From an optimization exercise on the open Yosys and OpenROAD flow, aimed at small area; shortcuts taken in it are not production practice. Only simulation tests tie the RTL to the original design; equivalence was not proved. Power figures rest on the tool's default switching activity, not on a simulated workload.

Design QA, start of the top module:
module QA(
    input wire clk, rst,
    input wire [31:0] Q0_A, Q1_A, Q2_A, Q3_A,
    input wire [31:0] Q0_B, Q1_B, Q2_B, Q3_B,
    input wire [31:0] R,
    input wire [1:0] A_A, Amax_A, A_B, Amax_B,
    input wire [2:0] alpha, gamma,
    output wire [31:0] Qnew_A, Qnew_B
    );
Size in the first run: roughly 770 flip-flops, ~370 I/O pins, roughly 31000 um^2 of cells after synthesis.
clock: 6.0 ns
lec_check: 0
cap_margin: 20
core_margin: 2
core_utilization: 40
slew_margin: 20
standard.sh (not shown) runs the stock make flow with config.mk's settings and CLKGATE_MAP_FILE= SYNTH_SCRIPT=/design/flow/synth_recipe.tcl, a recipe that flattens the netlist after the stock synthesis.
==> flow/flow/run.sh <==
#!/bin/bash
# The standard flow, with 1x buffers on the ports and a clock tree of larger
# sink clusters without dummy loads.
set -euo pipefail
bash standard.sh synth > synth.log 2>&1
bash standard.sh \
  "BUFFER_PORTS_ARGS=-buffer_cell sky130_fd_sc_hd__buf_1" \
  "CTS_ARGS=-sink_clustering_enable -repair_clock_nets -dont_use_dummy_load -buf_list sky130_fd_sc_hd__clkbuf_8 -sink_clustering_size 22 -sink_clustering_max_diameter 45" \
  finish > finish.log 2>&1
The baseline produced a clean layout.
Edit:
Settings changed: CORE_UTILIZATION 40 to 65.
=>
- core utilization is higher by 27 points
- sequential cell count does not change
- register-to-register slack got worse by 0.03 ns
- worst setup slack got worse by 0.027 ns
- global-route usage rose by 9.5 points
- design area came out lower by about 2.3%
- die area fell by about 40%
- routed wire length goes down by about 7%
Edit:
--- a/flow/flow/run.sh
+++ b/flow/flow/run.sh
@@ -8 +8 @@
-  "CTS_ARGS=-sink_clustering_enable -repair_clock_nets -dont_use_dummy_load -buf_list sky130_fd_sc_hd__clkbuf_8 -sink_clustering_size 22 -sink_clustering_max_diameter 45" \
+  "CTS_ARGS=-sink_clustering_enable -repair_clock_nets -dont_use_dummy_load -buf_list sky130_fd_sc_hd__clkbuf_4 -sink_clustering_size 12 -sink_clustering_max_diameter 30" \
Settings changed: CORE_UTILIZATION 65 to 60.
Effect: Combinational power came out lower by about 1%; wire length came out higher by 1.1%; fmax came out lower by 2.4%; synthesized cell count stays the same; cell area stays flat; setup slack loses 0.13 ns.
Edit:
Settings changed: CORE_UTILIZATION 60 to 55.
Outcome:
- The changed run passed the timing, design-rule and antenna checks
- synthesized cell count does not change
- final area grows by 0.50%
- clock-buffer cell count goes up by 3
- hold slack degrades by 0.0090 ns
- power barely changes
Edit:
--- a/flow/flow/run.sh
+++ b/flow/flow/run.sh
@@ -8 +8 @@
-  "CTS_ARGS=-sink_clustering_enable -repair_clock_nets -dont_use_dummy_load -buf_list sky130_fd_sc_hd__clkbuf_4 -sink_clustering_size 12 -sink_clustering_max_diameter 30" \
+  "CTS_ARGS=-sink_clustering_enable -repair_clock_nets -dont_use_dummy_load -buf_list {sky130_fd_sc_hd__clkbuf_4 sky130_fd_sc_hd__clkbuf_8} -sink_clustering_size 14 -sink_clustering_max_diameter 32" \
Settings changed: CORE_UTILIZATION 55 to 65.
After rerunning:
- The new run went through all stages and came out clean
- register-to-register slack loses 0.04 ns
- cell area rose by 0.92%
- core utilization increases by 12 points
- maximum frequency goes down by 0.68%
- setup slack loses 0.036 ns
- die area is lower by 15%
- routed wire length hardly moves
Edit:
--- a/flow/flow/run.sh
+++ b/flow/flow/run.sh
@@ -8 +8 @@
-  "CTS_ARGS=-sink_clustering_enable -repair_clock_nets -dont_use_dummy_load -buf_list {sky130_fd_sc_hd__clkbuf_4 sky130_fd_sc_hd__clkbuf_8} -sink_clustering_size 14 -sink_clustering_max_diameter 32" \
+  "CTS_ARGS=-sink_clustering_enable -repair_clock_nets -dont_use_dummy_load -buf_list sky130_fd_sc_hd__clkbuf_16 -sink_clustering_size 36 -sink_clustering_max_diameter 50" \
Result: The new run completed without violations. Power came out lower by 0.44%. Design area came out lower by 0.47%. Sequential share of layout area is higher by 0.21 points.


QA, a different RTL version from the one above (not shown whole).
Size: about 770 flip-flops, roughly 370 I/O pins.
clock: 6.0 ns
lec_check: 0
cap_margin: 20
core_margin: 2
core_utilization: 40
slew_margin: 20
run.sh (not shown) runs the stock make flow with config.mk's settings and CLKGATE_MAP_FILE= SYNTH_SCRIPT=/design/flow/synth_recipe.tcl, a recipe that flattens the netlist after the stock synthesis.
Stock flow here: none of the scripts above is used.
The first run finished clean.
Then changed:
==> flow/flow/run.sh (new file) <==
#!/bin/bash
# The standard flow, with 1x buffers on the ports and a clock tree of larger
# sink clusters without dummy loads.
set -euo pipefail
bash standard.sh synth > synth.log 2>&1
bash standard.sh \
  "BUFFER_PORTS_ARGS=-buffer_cell sky130_fd_sc_hd__buf_1" \
  "CTS_ARGS=-sink_clustering_enable -repair_clock_nets -dont_use_dummy_load -buf_list sky130_fd_sc_hd__clkbuf_8 -sink_clustering_size 18 -sink_clustering_max_diameter 50" \
  finish > finish.log 2>&1
==> flow/standard.sh (new file) <==
#!/bin/bash
# synth_recipe.tcl (not shown) runs the flow's synth.tcl, then flattens the netlist and writes it again
# the make line also repeats each setting of config.mk as NAME=value (left out here)
make -C /OpenROAD-flow-scripts/flow DESIGN_CONFIG=/design/flow/config.mk WORK_HOME=/design/flow/orfs CLKGATE_MAP_FILE= SYNTH_SCRIPT=/design/flow/synth_recipe.tcl "${@:-finish}"
removed: flow/run.sh
What happened: Fmax drops by 2.5%; register-to-register slack degrades by 0.13 ns; synthesized cell count does not change; hold slack gets worse by 0.056 ns; cell count goes down by 1.9%; count of clock-buffer cells in the layout drops by 36; via count decreases by 0.48%; wire length falls by 2.0%; sequential share of layout area increases by 4.5 points; final area fell by 10%.


The RTL this note starts from:
==> flow/design.v <==
`timescale 1ns / 1ps
module QA(
    input wire clk, rst,
    input wire [31:0] Q0_A, Q1_A, Q2_A, Q3_A,
    input wire [31:0] Q0_B, Q1_B, Q2_B, Q3_B,
    input wire [31:0] R,
    input wire [1:0] A_A, Amax_A, A_B, Amax_B,
    input wire [2:0] alpha, gamma,
    output wire [31:0] Qnew_A, Qnew_B
    );
    qa_agent agA(.clk(clk), .Q0(Q0_A), .Q1(Q1_A), .Q2(Q2_A), .Q3(Q3_A),
                 .A(A_A), .Amax(Amax_A), .R(R), .alpha(alpha), .gamma(gamma),
                 .Qnew(Qnew_A));
    qa_agent agB(.clk(clk), .Q0(Q0_B), .Q1(Q1_B), .Q2(Q2_B), .Q3(Q3_B),
                 .A(A_B), .Amax(Amax_B), .R(R), .alpha(alpha), .gamma(gamma),
                 .Qnew(Qnew_B));
endmodule
module qa_agent(
    input wire clk,
    input wire [31:0] Q0, Q1, Q2, Q3,
    input wire [1:0] A, Amax,
    input wire [31:0] R,
    input wire [2:0] alpha, gamma,
    output reg [31:0] Qnew
    );
    reg [31:0] q0, q1, q2, q3;
    reg [31:0] qsel1, qsel2, qsel3, qsel4;
    reg [1:0]  amax1;
    reg [31:1] td3, td4;
    reg [31:0] res5;
    wire [31:0] qsel = (A == 2'd0) ? q0 : (A == 2'd1) ? q1 : (A == 2'd2) ? q2 : q3;
    wire [31:0] qmax = (amax1 == 2'd0) ? q0 : (amax1 == 2'd1) ? q1 : (amax1 == 2'd2) ? q2 : q3;
    wire [31:0] gp1, gp0;
    wire [1:0]  gb;
    mul_pp mg(.x(qmax), .c(gamma), .pp1(gp1), .pp0(gp0), .b(gb));
    wire [31:0] s1, c1, s2, c2;
    csa3 r1(.x(R), .y(~qsel2), .z(gp0), .s(s1), .c(c1));
    csa3 r2(.x(gp1), .y(s1), .z({c1[30:0], 1'b1}), .s(s2), .c(c2));
    wire [31:0] td;
    cpa ad(.a(s2), .b({c2[30:0], gb[0]}), .ci(gb[1]), .s(td));
    wire [31:0] tdx = {td4, 1'b0};   
    wire [31:0] ap1, ap0;
    wire [1:0]  ab;
    mul_pp ma(.x(tdx), .c(alpha), .pp1(ap1), .pp0(ap0), .b(ab));
    wire [31:0] s3, c3;
    csa3 r3(.x(qsel4), .y(ap1), .z(ap0), .s(s3), .c(c3));
    wire [31:0] res;
    cpa ar(.a(s3), .b({c3[30:0], ab[0]}), .ci(ab[1]), .s(res));
    always @(posedge clk) begin
        q0 <= Q0; q1 <= Q1; q2 <= Q2; q3 <= Q3;
        qsel1 <= qsel;
        qsel2 <= qsel1;
        amax1 <= Amax;
        td3   <= td[31:1];
        qsel3 <= qsel2;
        td4   <= td3;
        qsel4 <= qsel3;
        res5  <= res;
        Qnew  <= res5;
    end
endmodule
module mul_pp(
    input wire [31:0] x,
    input wire [2:0] c,
    output wire [31:0] pp1, pp0,
    output wire [1:0] b
    );
    wire d1one = c[2] ^ c[1];
    wire d1two = c[2] & c[1];
    wire one = c[0];
    wire two = c[1] & ~c[0];
    wire neg = c[1];
    wire [31:0] h  = {{3{x[31]}}, x[31:3]};
    wire [31:0] h2 = {{2{x[31]}}, x[31:3], 1'b0};
    wire [31:0] xs1 = {x[31], x[31:2], 1'b0};
    wire [31:0] xs0 = {x[31:2], 2'b00};
    assign pp1 = ({32{d1one}} & xs1) | ({32{d1two}} & xs0);
    assign pp0 = (({32{one}} & h) | ({32{two}} & h2)) ^ {32{neg}};
    assign b = {c[2] & x[1], c[1] & ~x[2]};
endmodule
module csa3(
    input wire [31:0] x, y, z,
    output wire [31:0] s, c
    );
    assign s = x ^ y ^ z;
    assign c = (x & y) | (x & z) | (y & z);
endmodule
module cpa(
    input wire [31:0] a, b,
    input wire ci,
    output wire [31:0] s
    );
    wire [31:0] p0 = a ^ b;
    wire [31:0] g0 = {a[31:1] & b[31:1], (a[0] & b[0]) | (p0[0] & ci)};
    wire [31:0] g1, p1, g2, p2, g3, p3, g4, p4, g5, p5;
    sk_level #(.L(0)) l0(.gi(g0), .pi(p0), .go(g1), .po(p1));
    sk_level #(.L(1)) l1(.gi(g1), .pi(p1), .go(g2), .po(p2));
    sk_level #(.L(2)) l2(.gi(g2), .pi(p2), .go(g3), .po(p3));
    sk_level #(.L(3)) l3(.gi(g3), .pi(p3), .go(g4), .po(p4));
    sk_level #(.L(4)) l4(.gi(g4), .pi(p4), .go(g5), .po(p5));
    assign s = p0 ^ {g5[30:0], ci};
endmodule
module sk_level #(parameter L = 0) (
    input wire [31:0] gi, pi,
    output wire [31:0] go, po
    );
    genvar i;
    generate
        for (i = 0; i < 32; i = i + 1) begin : bt
            if (((i >> L) & 1) == 1) begin : m
                assign go[i] = gi[i] | (pi[i] & gi[((i >> L) << L) - 1]);
                assign po[i] = pi[i] & pi[((i >> L) << L) - 1];
            end else begin : k
                assign go[i] = gi[i];
                assign po[i] = pi[i];
            end
        end
    endgenerate
endmodule
==> flow/config.mk <==
export PLATFORM = sky130hd
export DESIGN_NAME = QA
export DESIGN_NICKNAME = QA
export VERILOG_FILES = /design/flow/design.v
export SDC_FILE = /design/flow/constraint.sdc
export NUM_CORES = 4
export LEC_CHECK = 0
export CAP_MARGIN = 20
export CORE_MARGIN = 2
export CORE_UTILIZATION = 40
export CTS_BUF_LIST = sky130_fd_sc_hd__clkbuf_4
export CTS_CLUSTER_SIZE = 30
export SLEW_MARGIN = 20
==> flow/constraint.sdc <==
create_clock -name core_clock -period 6.0 [get_ports {clk}]
set_input_delay 1.2000 -clock core_clock [delete_from_list [all_inputs] [get_ports {clk}]]
set_output_delay 1.2000 -clock core_clock [all_outputs]
set_load 0.01 [all_outputs]
Stock flow here: none of the scripts above is used.
The first run finished clean.
Rerun with:
==> flow/flow/run.sh (new file) <==
#!/bin/bash
# The standard flow, with 1x buffers on the ports and a clock tree of larger
# sink clusters without dummy loads.
set -euo pipefail
bash standard.sh synth > synth.log 2>&1
bash standard.sh \
  "BUFFER_PORTS_ARGS=-buffer_cell sky130_fd_sc_hd__buf_1" \
  "CTS_ARGS=-sink_clustering_enable -repair_clock_nets -dont_use_dummy_load -buf_list sky130_fd_sc_hd__clkbuf_16 -sink_clustering_size 32 -sink_clustering_max_diameter 60" \
  finish > finish.log 2>&1
==> flow/standard.sh (new file) <==
#!/bin/bash
# synth_recipe.tcl (not shown) runs the flow's synth.tcl, then flattens the netlist and writes it again
# the make line also repeats each setting of config.mk as NAME=value (left out here)
make -C /OpenROAD-flow-scripts/flow DESIGN_CONFIG=/design/flow/config.mk WORK_HOME=/design/flow/orfs CLKGATE_MAP_FILE= SYNTH_SCRIPT=/design/flow/synth_recipe.tcl "${@:-finish}"
- CTS_BUF_LIST: sky130_fd_sc_hd__clkbuf_4 -> unset
- CTS_CLUSTER_SIZE: 30 -> unset
removed: flow/run.sh
Sequential power stays flat.
Wire length fell by about 3.6%.
Power fell by about 9%.
Setup slack got worse by 0.094 ns.
Design area fell by about 9%.
Core utilization fell by 4.5 points.
Global-route usage fell by 0.98 points.

## port drivers added, routing unchanged
How much do the figures lean on ideal ports? The routed layouts below were timed once more, with nothing changed but the port constraints. Step 1: set_driving_cell puts a clkbuf_16 on clk and a buf_2 on each other input, an assumption about the parent block. Step 2 adds t to the input delays and takes it off the output delays; t is the mean of the earliest and latest rising clock arrival at the registers after step 1. Input paths then give back, and output paths get back, about the clock's delay inside the block. Three values: ideal, step 1, step 2; two values: the first two.
run | t, ns | setup WS [ns] | worst slew at a driven data input, ns
the first run of note 1 | 0.713 | 0.663 / 0.663 / 0.241 | 0.08
the second run of note 1 | 0.700 | 0.636 / 0.636 / 0.352 | 0.09
the third run of note 1 | 0.872 | 0.504 / 0.504 / 0.383 | 0.11
the fourth run of note 1 | 0.854 | 0.751 / 0.751 / 0.413 | 0.08
the fifth run of note 1 | 0.680 | 0.715 / 0.715 / 0.316 | 0.10
the sixth run of note 1 | 0.633 | 0.665 / 0.665 / 0.334 | 0.11
the first run of note 2 | 0.671 | 0.828 / 0.828 / 0.381 | 0.12
the second run of note 2 | 0.689 | 0.698 / 0.698 / 0.403 | 0.10
the first run of note 3 | 1.029 | 0.755 / 0.755 / 0.368 | 0.12
the second run of note 3 | 0.646 | 0.661 / 0.661 / 0.346 | 0.08
After both steps every run listed still meets setup and hold. The setup slack of the first run of note 2, which loses most, moves by 0.000 ns with the drivers and by -0.447 ns with both steps.
